This design comes from an exercise in tuning for small area, a short achievable clock period and few clock cycles on the open sky130 flow, not from production work.
At most, simulation tests tie the RTL to the original design; equivalence was not proved.
Function not checked in run 1: the RTL went through the layout flow alone.

## flow/design.v (module list and top-level ports; edited modules follow where they fit)
// module ValuEngine: 148 lines
// module ValuLane: 739 lines
// module mul32lo: 1802 lines
module ValuEngine (
  input  wire          io_slots_0_valid,
  input  wire [3:0]    io_slots_0_opcode,
  input  wire [10:0]   io_slots_0_destBase,
  input  wire [10:0]   io_slots_0_src1Base,
  input  wire [10:0]   io_slots_0_src2Base,
  input  wire [10:0]   io_slots_0_src3Base,
  input  wire          io_valid,
  input  wire [31:0]   io_operandA_0_0,
  input  wire [31:0]   io_operandA_0_1,
  input  wire [31:0]   io_operandA_0_2,
  input  wire [31:0]   io_operandA_0_3,
  input  wire [31:0]   io_operandA_0_4,
  input  wire [31:0]   io_operandA_0_5,
  input  wire [31:0]   io_operandA_0_6,
  input  wire [31:0]   io_operandA_0_7,
  input  wire [31:0]   io_operandB_0_0,
  input  wire [31:0]   io_operandB_0_1,
  input  wire [31:0]   io_operandB_0_2,
  input  wire [31:0]   io_operandB_0_3,
  input  wire [31:0]   io_operandB_0_4,
  input  wire [31:0]   io_operandB_0_5,
  input  wire [31:0]   io_operandB_0_6,
  input  wire [31:0]   io_operandB_0_7,
  input  wire [31:0]   io_operandC_0_0,
  input  wire [31:0]   io_operandC_0_1,
  input  wire [31:0]   io_operandC_0_2,
  input  wire [31:0]   io_operandC_0_3,
  input  wire [31:0]   io_operandC_0_4,
  input  wire [31:0]   io_operandC_0_5,
  input  wire [31:0]   io_operandC_0_6,
  input  wire [31:0]   io_operandC_0_7,
  output wire          io_writeReqs_0_0_valid,
  output wire [10:0]   io_writeReqs_0_0_payload_addr,
  output wire [31:0]   io_writeReqs_0_0_payload_data,
  output wire          io_writeReqs_0_1_valid,
  output wire [10:0]   io_writeReqs_0_1_payload_addr,
  output wire [31:0]   io_writeReqs_0_1_payload_data,
  output wire          io_writeReqs_0_2_valid,
  output wire [10:0]   io_writeReqs_0_2_payload_addr,
  output wire [31:0]   io_writeReqs_0_2_payload_data,
  output wire          io_writeReqs_0_3_valid,
  output wire [10:0]   io_writeReqs_0_3_payload_addr,
  output wire [31:0]   io_writeReqs_0_3_payload_data,
  output wire          io_writeReqs_0_4_valid,
  output wire [10:0]   io_writeReqs_0_4_payload_addr,
  output wire [31:0]   io_writeReqs_0_4_payload_data,
  output wire          io_writeReqs_0_5_valid,
  output wire [10:0]   io_writeReqs_0_5_payload_addr,
  output wire [31:0]   io_writeReqs_0_5_payload_data,
  output wire          io_writeReqs_0_6_valid,
  output wire [10:0]   io_writeReqs_0_6_payload_addr,
  output wire [31:0]   io_writeReqs_0_6_payload_data,
  output wire          io_writeReqs_0_7_valid,
  output wire [10:0]   io_writeReqs_0_7_payload_addr,
  output wire [31:0]   io_writeReqs_0_7_payload_data,
  input  wire          clk,
  input  wire          reset
);
  // ...
==> flow/run.sh <==
#!/bin/bash
# synth_recipe.tcl (not shown) runs the flow's synth.tcl, then flattens the netlist and writes it again
# the make line also repeats each setting of config.mk as NAME=value (left out here)
make -C /OpenROAD-flow-scripts/flow DESIGN_CONFIG=/design/flow/config.mk WORK_HOME=/design/flow/orfs CLKGATE_MAP_FILE= SYNTH_SCRIPT=/design/flow/synth_recipe.tcl finish
==> flow/config.mk <==
export PLATFORM = sky130hd
export DESIGN_NAME = ValuEngine
export DESIGN_NICKNAME = ValuEngine
export VERILOG_FILES = /design/flow/design.v
export SDC_FILE = /design/flow/constraint.sdc
export NUM_CORES = 8
export LEC_CHECK = 0
export CAP_MARGIN = 20
export CORE_MARGIN = 2
export CORE_UTILIZATION = 55
export GPL_TIMING_DRIVEN = 0
export PLACE_DENSITY = 0.7
export SETUP_SLACK_MARGIN = 3.5
export SLEW_MARGIN = 20
==> flow/constraint.sdc <==
create_clock -name core_clock -period 18.0 [get_ports {clk}]
set_input_delay 3.6000 -clock core_clock [delete_from_list [all_inputs] [get_ports {clk}]]
set_output_delay 3.6000 -clock core_clock [all_outputs]
set_load 0.01 [all_outputs]
==> impl_metrics.toml, run 1 <==
[logic_synthesis]
postSynthCellCount = 37800
synth_compound_area_frac = 0.313
yosys-mux-area-fraction = 0.0535
synth_ff_type = "edfxtp_1"
synth.avg_cell_area_sq_um = 7.55
async_reset_ff_frac = 0
synth_top_area_share = 0.137
synth-simple-area-share = 0.125
ys_types = 110
synth_edf_count = 812
synth_seq_cells = 820
synth_top_family_by_area = "compound AO/OA/AOI/OAI gates"
synth_most_common_cell = "inv_1"
synth_fa_ha_area_frac = 0.259
synth-xor-area-share = 0.0700
synthTopCellsByCount = "3,864 x inv_1, 3,610 x a21oi_1, 2,785 x ha_1"

[clock_tree]
cts_resized = 1142
post_cts_buffers = 19
clockBufferDepth = 4
h-tree-depth = 3
clockRootBuffer = "clkbuf_16"

[placement]
portBuffers = 1135
hpwl_um = 1830000
place_area_sq_mm = 0.316
dp_slack_ps = -1200
place_congestion = 1.40

[outcome]
status = "stopped before the end"
error = "[ERROR GRT-0116] Global routing finished with congestion. Check the congestion regions in the DRC Viewer."
stop_stage = "global routing"

[floorplanning]
rows = 264
die_w_um = 725
io-pin-count = 1172
die_h_um = 725
start_util = 0.552

[global_routing]
gr-usage-all-layers = 0.936
met3_usage = 0.896
busiest_layer = "met2"
grt_max_degree = 54
use_met2 = 0.991
grt_pass1_wl_um = 3590000
grt-ovfl-total = 5422
==> module ValuEngine, before the edit <==
module ValuEngine (
  input  wire          io_slots_0_valid,
  input  wire [3:0]    io_slots_0_opcode,
  input  wire [10:0]   io_slots_0_destBase,
  input  wire [10:0]   io_slots_0_src1Base,
  input  wire [10:0]   io_slots_0_src2Base,
  input  wire [10:0]   io_slots_0_src3Base,
  input  wire          io_valid,
  input  wire [31:0]   io_operandA_0_0,
  input  wire [31:0]   io_operandA_0_1,
  input  wire [31:0]   io_operandA_0_2,
  input  wire [31:0]   io_operandA_0_3,
  input  wire [31:0]   io_operandA_0_4,
  input  wire [31:0]   io_operandA_0_5,
  input  wire [31:0]   io_operandA_0_6,
  input  wire [31:0]   io_operandA_0_7,
  input  wire [31:0]   io_operandB_0_0,
  input  wire [31:0]   io_operandB_0_1,
  input  wire [31:0]   io_operandB_0_2,
  input  wire [31:0]   io_operandB_0_3,
  input  wire [31:0]   io_operandB_0_4,
  input  wire [31:0]   io_operandB_0_5,
  input  wire [31:0]   io_operandB_0_6,
  input  wire [31:0]   io_operandB_0_7,
  input  wire [31:0]   io_operandC_0_0,
  input  wire [31:0]   io_operandC_0_1,
  input  wire [31:0]   io_operandC_0_2,
  input  wire [31:0]   io_operandC_0_3,
  input  wire [31:0]   io_operandC_0_4,
  input  wire [31:0]   io_operandC_0_5,
  input  wire [31:0]   io_operandC_0_6,
  input  wire [31:0]   io_operandC_0_7,
  output wire          io_writeReqs_0_0_valid,
  output wire [10:0]   io_writeReqs_0_0_payload_addr,
  output wire [31:0]   io_writeReqs_0_0_payload_data,
  output wire          io_writeReqs_0_1_valid,
  output wire [10:0]   io_writeReqs_0_1_payload_addr,
  output wire [31:0]   io_writeReqs_0_1_payload_data,
  output wire          io_writeReqs_0_2_valid,
  output wire [10:0]   io_writeReqs_0_2_payload_addr,
  output wire [31:0]   io_writeReqs_0_2_payload_data,
  output wire          io_writeReqs_0_3_valid,
  output wire [10:0]   io_writeReqs_0_3_payload_addr,
  output wire [31:0]   io_writeReqs_0_3_payload_data,
  output wire          io_writeReqs_0_4_valid,
  output wire [10:0]   io_writeReqs_0_4_payload_addr,
  output wire [31:0]   io_writeReqs_0_4_payload_data,
  output wire          io_writeReqs_0_5_valid,
  output wire [10:0]   io_writeReqs_0_5_payload_addr,
  output wire [31:0]   io_writeReqs_0_5_payload_data,
  output wire          io_writeReqs_0_6_valid,
  output wire [10:0]   io_writeReqs_0_6_payload_addr,
  output wire [31:0]   io_writeReqs_0_6_payload_data,
  output wire          io_writeReqs_0_7_valid,
  output wire [10:0]   io_writeReqs_0_7_payload_addr,
  output wire [31:0]   io_writeReqs_0_7_payload_data,
  input  wire          clk,
  input  wire          reset
);
  wire        issue  = io_valid & io_slots_0_valid;
  wire [3:0]  op     = io_slots_0_opcode;
  wire        is_div = (op == 4'd10) | (op == 4'd11) | (op == 4'd12);
  wire        start  = issue & is_div & ~reset;
  wire        imm    = issue & ~is_div;
  reg  [10:0] base_q;
  reg         mod_q;
  always @(posedge clk) begin
    if (start) begin
      base_q <= io_slots_0_destBase;
      mod_q  <= (op == 4'd10);
    end
  end
  wire [7:0]  busy;
  wire        active = |busy;
  wire [10:0] base   = active ? base_q : io_slots_0_destBase;
  wire        done_0;
  wire [31:0] alu_0, dres_0;
  ValuLane lane_0 (
    .clk(clk), .reset(reset), .op(op), .start(start), .mod_sel(mod_q),
    .a(io_operandA_0_0), .b(io_operandB_0_0), .c(io_operandC_0_0), .c0(io_operandC_0_0),
    .alu(alu_0), .busy(busy[0]), .done(done_0), .dres(dres_0));
  assign io_writeReqs_0_0_valid        = imm | done_0;
  assign io_writeReqs_0_0_payload_addr = base + 11'd0;
  assign io_writeReqs_0_0_payload_data = active ? dres_0 : alu_0;
  wire        done_1;
  wire [31:0] alu_1, dres_1;
  ValuLane lane_1 (
    .clk(clk), .reset(reset), .op(op), .start(start), .mod_sel(mod_q),
    .a(io_operandA_0_1), .b(io_operandB_0_1), .c(io_operandC_0_1), .c0(io_operandC_0_0),
    .alu(alu_1), .busy(busy[1]), .done(done_1), .dres(dres_1));
  assign io_writeReqs_0_1_valid        = imm | done_1;
  assign io_writeReqs_0_1_payload_addr = base + 11'd1;
  assign io_writeReqs_0_1_payload_data = active ? dres_1 : alu_1;
  wire        done_2;
  wire [31:0] alu_2, dres_2;
  ValuLane lane_2 (
    .clk(clk), .reset(reset), .op(op), .start(start), .mod_sel(mod_q),
    .a(io_operandA_0_2), .b(io_operandB_0_2), .c(io_operandC_0_2), .c0(io_operandC_0_0),
    .alu(alu_2), .busy(busy[2]), .done(done_2), .dres(dres_2));
  assign io_writeReqs_0_2_valid        = imm | done_2;
  assign io_writeReqs_0_2_payload_addr = base + 11'd2;
  assign io_writeReqs_0_2_payload_data = active ? dres_2 : alu_2;
  wire        done_3;
  wire [31:0] alu_3, dres_3;
  ValuLane lane_3 (
    .clk(clk), .reset(reset), .op(op), .start(start), .mod_sel(mod_q),
    .a(io_operandA_0_3), .b(io_operandB_0_3), .c(io_operandC_0_3), .c0(io_operandC_0_0),
    .alu(alu_3), .busy(busy[3]), .done(done_3), .dres(dres_3));
  assign io_writeReqs_0_3_valid        = imm | done_3;
  assign io_writeReqs_0_3_payload_addr = base + 11'd3;
  assign io_writeReqs_0_3_payload_data = active ? dres_3 : alu_3;
  wire        done_4;
  wire [31:0] alu_4, dres_4;
  ValuLane lane_4 (
    .clk(clk), .reset(reset), .op(op), .start(start), .mod_sel(mod_q),
    .a(io_operandA_0_4), .b(io_operandB_0_4), .c(io_operandC_0_4), .c0(io_operandC_0_0),
    .alu(alu_4), .busy(busy[4]), .done(done_4), .dres(dres_4));
  assign io_writeReqs_0_4_valid        = imm | done_4;
  assign io_writeReqs_0_4_payload_addr = base + 11'd4;
  assign io_writeReqs_0_4_payload_data = active ? dres_4 : alu_4;
  wire        done_5;
  wire [31:0] alu_5, dres_5;
  ValuLane lane_5 (
    .clk(clk), .reset(reset), .op(op), .start(start), .mod_sel(mod_q),
    .a(io_operandA_0_5), .b(io_operandB_0_5), .c(io_operandC_0_5), .c0(io_operandC_0_0),
    .alu(alu_5), .busy(busy[5]), .done(done_5), .dres(dres_5));
  assign io_writeReqs_0_5_valid        = imm | done_5;
  assign io_writeReqs_0_5_payload_addr = base + 11'd5;
  assign io_writeReqs_0_5_payload_data = active ? dres_5 : alu_5;
  wire        done_6;
  wire [31:0] alu_6, dres_6;
  ValuLane lane_6 (
    .clk(clk), .reset(reset), .op(op), .start(start), .mod_sel(mod_q),
    .a(io_operandA_0_6), .b(io_operandB_0_6), .c(io_operandC_0_6), .c0(io_operandC_0_0),
    .alu(alu_6), .busy(busy[6]), .done(done_6), .dres(dres_6));
  assign io_writeReqs_0_6_valid        = imm | done_6;
  assign io_writeReqs_0_6_payload_addr = base + 11'd6;
  assign io_writeReqs_0_6_payload_data = active ? dres_6 : alu_6;
  wire        done_7;
  wire [31:0] alu_7, dres_7;
  ValuLane lane_7 (
    .clk(clk), .reset(reset), .op(op), .start(start), .mod_sel(mod_q),
    .a(io_operandA_0_7), .b(io_operandB_0_7), .c(io_operandC_0_7), .c0(io_operandC_0_0),
    .alu(alu_7), .busy(busy[7]), .done(done_7), .dres(dres_7));
  assign io_writeReqs_0_7_valid        = imm | done_7;
  assign io_writeReqs_0_7_payload_addr = base + 11'd7;
  assign io_writeReqs_0_7_payload_data = active ? dres_7 : alu_7;
endmodule
==> run 2, diff against run 1 <==
--- a/flow/design.v
+++ b/flow/design.v
@@ -76,81 +76,81 @@
   wire [10:0] base   = active ? base_q : io_slots_0_destBase;
   wire        done_0;
   wire [31:0] alu_0, dres_0;
   ValuLane lane_0 (
     .clk(clk), .reset(reset), .op(op), .start(start), .mod_sel(mod_q),
     .a(io_operandA_0_0), .b(io_operandB_0_0), .c(io_operandC_0_0), .c0(io_operandC_0_0),
     .alu(alu_0), .busy(busy[0]), .done(done_0), .dres(dres_0));
   assign io_writeReqs_0_0_valid        = imm | done_0;
-  assign io_writeReqs_0_0_payload_addr = base + 11'd0;
-  assign io_writeReqs_0_0_payload_data = active ? dres_0 : alu_0;
+  assign io_writeReqs_0_0_payload_addr = (busy[0] ? base_q : io_slots_0_destBase) + 11'd0;
+  assign io_writeReqs_0_0_payload_data = busy[0] ? dres_0 : alu_0;
   wire        done_1;
   wire [31:0] alu_1, dres_1;
   ValuLane lane_1 (
     .clk(clk), .reset(reset), .op(op), .start(start), .mod_sel(mod_q),
     .a(io_operandA_0_1), .b(io_operandB_0_1), .c(io_operandC_0_1), .c0(io_operandC_0_0),
     .alu(alu_1), .busy(busy[1]), .done(done_1), .dres(dres_1));
   assign io_writeReqs_0_1_valid        = imm | done_1;
-  assign io_writeReqs_0_1_payload_addr = base + 11'd1;
-  assign io_writeReqs_0_1_payload_data = active ? dres_1 : alu_1;
+  assign io_writeReqs_0_1_payload_addr = (busy[1] ? base_q : io_slots_0_destBase) + 11'd1;
+  assign io_writeReqs_0_1_payload_data = busy[1] ? dres_1 : alu_1;
   wire        done_2;
   wire [31:0] alu_2, dres_2;
   ValuLane lane_2 (
     .clk(clk), .reset(reset), .op(op), .start(start), .mod_sel(mod_q),
     .a(io_operandA_0_2), .b(io_operandB_0_2), .c(io_operandC_0_2), .c0(io_operandC_0_0),
     .alu(alu_2), .busy(busy[2]), .done(done_2), .dres(dres_2));
   assign io_writeReqs_0_2_valid        = imm | done_2;
-  assign io_writeReqs_0_2_payload_addr = base + 11'd2;
-  assign io_writeReqs_0_2_payload_data = active ? dres_2 : alu_2;
+  assign io_writeReqs_0_2_payload_addr = (busy[2] ? base_q : io_slots_0_destBase) + 11'd2;
+  assign io_writeReqs_0_2_payload_data = busy[2] ? dres_2 : alu_2;
   wire        done_3;
   wire [31:0] alu_3, dres_3;
   ValuLane lane_3 (
     .clk(clk), .reset(reset), .op(op), .start(start), .mod_sel(mod_q),
     .a(io_operandA_0_3), .b(io_operandB_0_3), .c(io_operandC_0_3), .c0(io_operandC_0_0),
     .alu(alu_3), .busy(busy[3]), .done(done_3), .dres(dres_3));
   assign io_writeReqs_0_3_valid        = imm | done_3;
-  assign io_writeReqs_0_3_payload_addr = base + 11'd3;
-  assign io_writeReqs_0_3_payload_data = active ? dres_3 : alu_3;
+  assign io_writeReqs_0_3_payload_addr = (busy[3] ? base_q : io_slots_0_destBase) + 11'd3;
+  assign io_writeReqs_0_3_payload_data = busy[3] ? dres_3 : alu_3;
   wire        done_4;
   wire [31:0] alu_4, dres_4;
   ValuLane lane_4 (
     .clk(clk), .reset(reset), .op(op), .start(start), .mod_sel(mod_q),
     .a(io_operandA_0_4), .b(io_operandB_0_4), .c(io_operandC_0_4), .c0(io_operandC_0_0),
     .alu(alu_4), .busy(busy[4]), .done(done_4), .dres(dres_4));
   assign io_writeReqs_0_4_valid        = imm | done_4;
-  assign io_writeReqs_0_4_payload_addr = base + 11'd4;
-  assign io_writeReqs_0_4_payload_data = active ? dres_4 : alu_4;
+  assign io_writeReqs_0_4_payload_addr = (busy[4] ? base_q : io_slots_0_destBase) + 11'd4;
+  assign io_writeReqs_0_4_payload_data = busy[4] ? dres_4 : alu_4;
   wire        done_5;
   wire [31:0] alu_5, dres_5;
   ValuLane lane_5 (
     .clk(clk), .reset(reset), .op(op), .start(start), .mod_sel(mod_q),
     .a(io_operandA_0_5), .b(io_operandB_0_5), .c(io_operandC_0_5), .c0(io_operandC_0_0),
     .alu(alu_5), .busy(busy[5]), .done(done_5), .dres(dres_5));
   assign io_writeReqs_0_5_valid        = imm | done_5;
-  assign io_writeReqs_0_5_payload_addr = base + 11'd5;
-  assign io_writeReqs_0_5_payload_data = active ? dres_5 : alu_5;
+  assign io_writeReqs_0_5_payload_addr = (busy[5] ? base_q : io_slots_0_destBase) + 11'd5;
+  assign io_writeReqs_0_5_payload_data = busy[5] ? dres_5 : alu_5;
   wire        done_6;
   wire [31:0] alu_6, dres_6;
   ValuLane lane_6 (
     .clk(clk), .reset(reset), .op(op), .start(start), .mod_sel(mod_q),
     .a(io_operandA_0_6), .b(io_operandB_0_6), .c(io_operandC_0_6), .c0(io_operandC_0_0),
     .alu(alu_6), .busy(busy[6]), .done(done_6), .dres(dres_6));
   assign io_writeReqs_0_6_valid        = imm | done_6;
-  assign io_writeReqs_0_6_payload_addr = base + 11'd6;
-  assign io_writeReqs_0_6_payload_data = active ? dres_6 : alu_6;
+  assign io_writeReqs_0_6_payload_addr = (busy[6] ? base_q : io_slots_0_destBase) + 11'd6;
+  assign io_writeReqs_0_6_payload_data = busy[6] ? dres_6 : alu_6;
   wire        done_7;
   wire [31:0] alu_7, dres_7;
   ValuLane lane_7 (
     .clk(clk), .reset(reset), .op(op), .start(start), .mod_sel(mod_q),
     .a(io_operandA_0_7), .b(io_operandB_0_7), .c(io_operandC_0_7), .c0(io_operandC_0_0),
     .alu(alu_7), .busy(busy[7]), .done(done_7), .dres(dres_7));
   assign io_writeReqs_0_7_valid        = imm | done_7;
-  assign io_writeReqs_0_7_payload_addr = base + 11'd7;
-  assign io_writeReqs_0_7_payload_data = active ? dres_7 : alu_7;
+  assign io_writeReqs_0_7_payload_addr = (busy[7] ? base_q : io_slots_0_destBase) + 11'd7;
+  assign io_writeReqs_0_7_payload_data = busy[7] ? dres_7 : alu_7;
 endmodule
 module ValuLane (
   input  wire        clk,
   input  wire        reset,
   input  wire [3:0]  op,
   input  wire        start,
   input  wire        mod_sel,
   input  wire [31:0] a,
@@ -869,22 +869,24 @@
       busy <= 1'b0;
     end else if (start) begin
       busy <= 1'b1;
     end else if (done) begin
       busy <= 1'b0;
     end
   end
   always @(posedge clk) begin
+    if (start) d <= b;
+  end
+  always @(posedge clk) begin
     if (start) begin
       r   <= r_init;
       q   <= q_init;
-      d   <= b;
       cnt <= t0;
-    end else if (busy) begin
+    end else begin
       r   <= rs[3];
       q   <= qs[3];
       cnt <= cnt - 1'b1;
     end
   end
 endmodule
 module mul32lo (
   input  wire [31:0] a,
==> flow/flow/run.sh (new file) <==
#!/bin/bash
# The standard layout (standard.sh) with two changes to global placement:
#  - synthesis buffers are removed first (flow/pre_global_place.tcl)
#  - the port buffers are buf_4 cells instead of the resizer's default pick
# The full make output goes to standard.log in this folder.
set -o pipefail
HERE=$(cd "$(dirname "$0")" && pwd)
export PRE_GLOBAL_PLACE_TCL="$HERE/pre_global_place.tcl"
export BUFFER_PORTS_ARGS="-buffer_cell sky130_fd_sc_hd__buf_4"
bash standard.sh 2>&1 | tee standard.log
==> flow/flow/pre_global_place.tcl (new file) <==
# Drop the buffers synthesis left in, before the ports are buffered and the
# design is placed; repair_design and repair_timing rebuffer where needed.
remove_buffers
==> flow/standard.sh (new file) <==
#!/bin/bash
# synth_recipe.tcl (not shown) runs the flow's synth.tcl, then flattens the netlist and writes it again
# the make line also repeats each setting of config.mk as NAME=value (left out here)
make -C /OpenROAD-flow-scripts/flow DESIGN_CONFIG=/design/flow/config.mk WORK_HOME=/design/flow/orfs CLKGATE_MAP_FILE= SYNTH_SCRIPT=/design/flow/synth_recipe.tcl "${@:-finish}"
==> flow/config.mk (replaced) <==
export PLATFORM = sky130hd
export DESIGN_NAME = ValuEngine
export DESIGN_NICKNAME = ValuEngine
export VERILOG_FILES = /design/flow/design.v
export SDC_FILE = /design/flow/constraint.sdc
export NUM_CORES = 8
export LEC_CHECK = 0
export ABC_AREA = 1
export CAP_MARGIN = 20
export CORE_MARGIN = 2
export CORE_UTILIZATION = 35
export GPL_TIMING_DRIVEN = 0
export PLACE_DENSITY = 0.55
export SETUP_SLACK_MARGIN = 3.5
export SLEW_MARGIN = 20
removed: flow/run.sh
==> run 2 against run 1 <==
Net effect: the run now finishes clean; synthesized area is 4.1% lower; synthesized cell count is 14% higher.
==> impl_metrics.toml, run 2 <==
[worst_hold_path]
hold_path.class = "register to register"
hold_start = "lane_3.q[21]"
holdPathEnd = "lane_3.q[24]"
hold_depth = 2

[detailed_routing]
ant_nets = 0
drt_pass1_iterations = 11
wirelength_um = 1730000
routedWlPerCell_um = 32.4
dr.first_iter.drc_count = 51300
vias = 333000
viasPerCell = 6.23
route.detailed.drc = 0

[logic_synthesis]
synth_top_area_share = 0.143
syn-num-nets = 48600
synth_seq_cells = 820
synthTopCellsByCount = "8,694 x nand2_1, 6,298 x inv_1, 4,623 x o21ai_0"
synth_most_common_cell = "nand2_1"
ys_types = 94
postSynthCellCount = 43000
async_reset_ff_frac = 0
netlist_area_sq_mm = 0.274
synth_area_leaders = "fa_1 14%, ha_1 13%, nand2_1 12%"
yosysSeqAreaShare = 0.0697
synth.avg_cell_area_sq_um = 6.37
synth_edf_count = 268
yosys_warnings = 4
synth_ff_type = "dfxtp_1"
yosys.area.top_type = "fa_1"

[floorplanning]
die_area_sq_mm = 0.790
die_h_um = 889
start_util = 0.352
core_area_sq_mm = 0.779
rows = 324
die_w_um = 889
io-pin-count = 1172

[placement]
portBuffers = 1138
hpwl_um = 1370000
place_congestion = 1.10
placed_cells = 52400

[final_layout]
area.sequential_sq_mm = 0.0191
drive_gt1_frac = 0.0902
final_cell_mix = "8,535 x nand2_1, 6,031 x inv_1, 4,501 x o21ai_0, 2,735 x ha_1, 2,708 x a21oi_1"
multi_input_area_sq_mm = 0.224
syn_to_final_growth_pct = 12.6
final_common_cell = "nand2_1"
nFillCells = 84000
layout.nets = 48200
finalNonFillerCells = 53400

[sta]
slew_headroom = 0.0946
finalSetupViolations = 0
max_clock_freq_mhz = 67.3
fin_setup_tns_ps = 0
fin_skew_ps = 66.8
fin_crit_sh = 0.826
fin_crit_ps = 14860
grt_setup_unrepaired = "yes"
hold_viol = 0
worst_pin_slew_ps = 1340
finalMaxSlewViolations = 0

[clock_tree]
numCtsBuffers = 106
clockBufferDepth = 4
cts_tree = "done"
clockRootBuffer = "clkbuf_16"
clk_pin_slew_worst_paths_ps = 70
cts.sinks = 820
h-tree-depth = 3
worstSkewPairLatency_ps = 960

[critical_path]
rr_startpoint = "lane_2.d[0]"
cp-end-kind = "output port"
worst_r2r_endpoint = "lane_2.r[22]"
worstPathArrival_ps = 11260
critPathKind = "input pin to output port"
rrSetupSlack_ps = 4880
required_ps = 14400
path_max_fanout = 101
cp-start-kind = "input pin"
ff2ff_path_depth = 65

[global_routing]
grt_pass1_wl_um = 2350000
gr-usage-all-layers = 0.415
antenna_found_initial = 356
grt-ovfl-total = 0
grt_pass1_vias = 301000
grt_max_degree = 116

[job]
max_cap_viol_count = 0

[outcome]
status = "finished clean"
## run 2: changes by cell type after synthesis, sizes merged, moves of 545 or more
cell / before / now
a22oi: 838 / 12
inv: 3896 / 6408
nand2: 2650 / 8730
mux2i: 1116 / 109
o21ai: 2639 / 5030
xnor2: 1402 / 474
clkbuf: 2490 / 1945
a21oi: 3611 / 2764
a221o: 767 / 3
nand3: 390 / 2495
## run 2: routing by layer
| metal | vias to the layer above | routed length [um] | track usage |
|---|---|---|---|
| met5 | - | 1260 | 0.00559 |
| met4 | 128 | 132000 | 0.258 |
| met3 | 4679 | 256000 | 0.165 |
| met2 | 23900 | 658000 | 0.558 |
| met1 | 160000 | 684000 | 0.547 |
| li1 | 144000 | - | - |
## run 2: per-stage QoR
step / hold WS, ps / setup slack, ps / utilization / area (sq um)
2_1_floorplan: 421 / 4240 / - / 274000
3_3_place_gp: 431 / -233980 / 0.366 / 285000
3_5_place_dp: 431 / 627 / 0.379 / 295000
4_1_cts: 414 / 3310 / 0.390 / 304000
5_1_grt: 458 / 3330 / 0.395 / 308000
6_report: 427 / 3140 / 0.396 / 308000
## run 2: logic make-up (layout without fill, tap and decap cells)
| kind of cell | Yosys count | after routing | synth area share |
|---|---|---|---|
| buffers and inverters | 9122 | 8799 | 0.127 |
| muxes | 109 | 109 | 0.00398 |
| other | 0 | 292 | 0 |
| xor gates and xnor gates | 1360 | 1360 | 0.0435 |
| DFF | 820 | 820 | 0.0697 |
| adders and majority gates | 4735 | 4735 | 0.270 |
| and+or+nand+nor | 15100 | 15100 | 0.230 |
| AOI/OAI and AO/OA | 11800 | 11800 | 0.255 |
## run 2: worst max-delay path, cell delays in order
cell and delay (ps):
buf_4 130, inv_1 110, nand2_1 220, nor2_4 570, buf_12 270, buf_16 220
buf_12 190, inv_8 150, buf_16 300, buf_16 350, buf_16 310, nand2_1 160
o21ai_1 90, nand2_1 100, o21ai_0 320, mux2i_1 370, mux2i_1 170, o211ai_1 550
o22ai_1 120, a2111oi_0 900, nand2_1 380, o21ai_0 620, o21ai_1 200, buf_4 240
## run 2: timing repair
item / in CTS / in global routing
pin swaps: 37 / 61
hold buffers: 0 / 0
gates resized for setup: 604 / 559
setup buffers: 231 / 190
gates cloned: 51 / 20
hold endpoints to repair: 0 / 0
endpoints found under the setup margin: 166 / 111
## run 2: worst max-delay path by stage
stage / start / to / cells past startpoint
after floorplan: io_operandB_0_4[1] / io_writeReqs_0_4_payload_data[31] / 33
after global placement: io_slots_0_opcode[1] / lane_2.r[4] / 10
after detailed placement: io_operandB_0_4[1] / io_writeReqs_0_4_payload_data[29] / 24
after CTS: io_operandB_0_4[1] / io_writeReqs_0_4_payload_data[29] / 26
after global routing: io_operandB_0_1[4] / io_writeReqs_0_1_payload_data[27] / 26
final: io_slots_0_opcode[3] / io_writeReqs_0_2_payload_data[17] / 24
## run 2: area by class of cell
cell class	count	share of cell area
multi-input combinational	33100	0.728
inverter	6571	0.0838
timing repair buffer	1971	0.0682
sequential	820	0.0620
tap	10400	0.0423
clock buffer	139	0.00988
antenna	292	0.00237
clock inverter	56	0.00235
timing repair inverter	62	0.00129
Testbench counts of run 2, summed over its fixed seeds: cycles 4,135.

-- static timing again, ports no longer ideal --
No port has a modelled driver above. Below, the same layout with a new extraction and two added sets of constraints.
Step 1 sets driving cells, clkbuf_16 on the clock port and buf_2 on the other inputs (assumed; they add their load-dependent delay and slew).
Step 2 adds t to the input delays and takes it off the output delays; t is the mean of the earliest and latest rising clock arrival at the registers after step 1. Input paths then give back, and output paths get back, about the clock's delay inside the block.
Slacks: no drivers / after step 1 / after step 2; pairs: no drivers / after step 1.
run: run 2
t, ns: 1.073
setup WS [ns]: 3.139 / 2.931 / 2.761
hold WS [ns]: 0.427 / 0.427 / 0.427
worst setup path at the end: input to register
After both steps setup and hold are still met in run 2. For run 2, drivers alone change the setup slack by -0.208 ns; drivers and shift together by -0.378 ns.
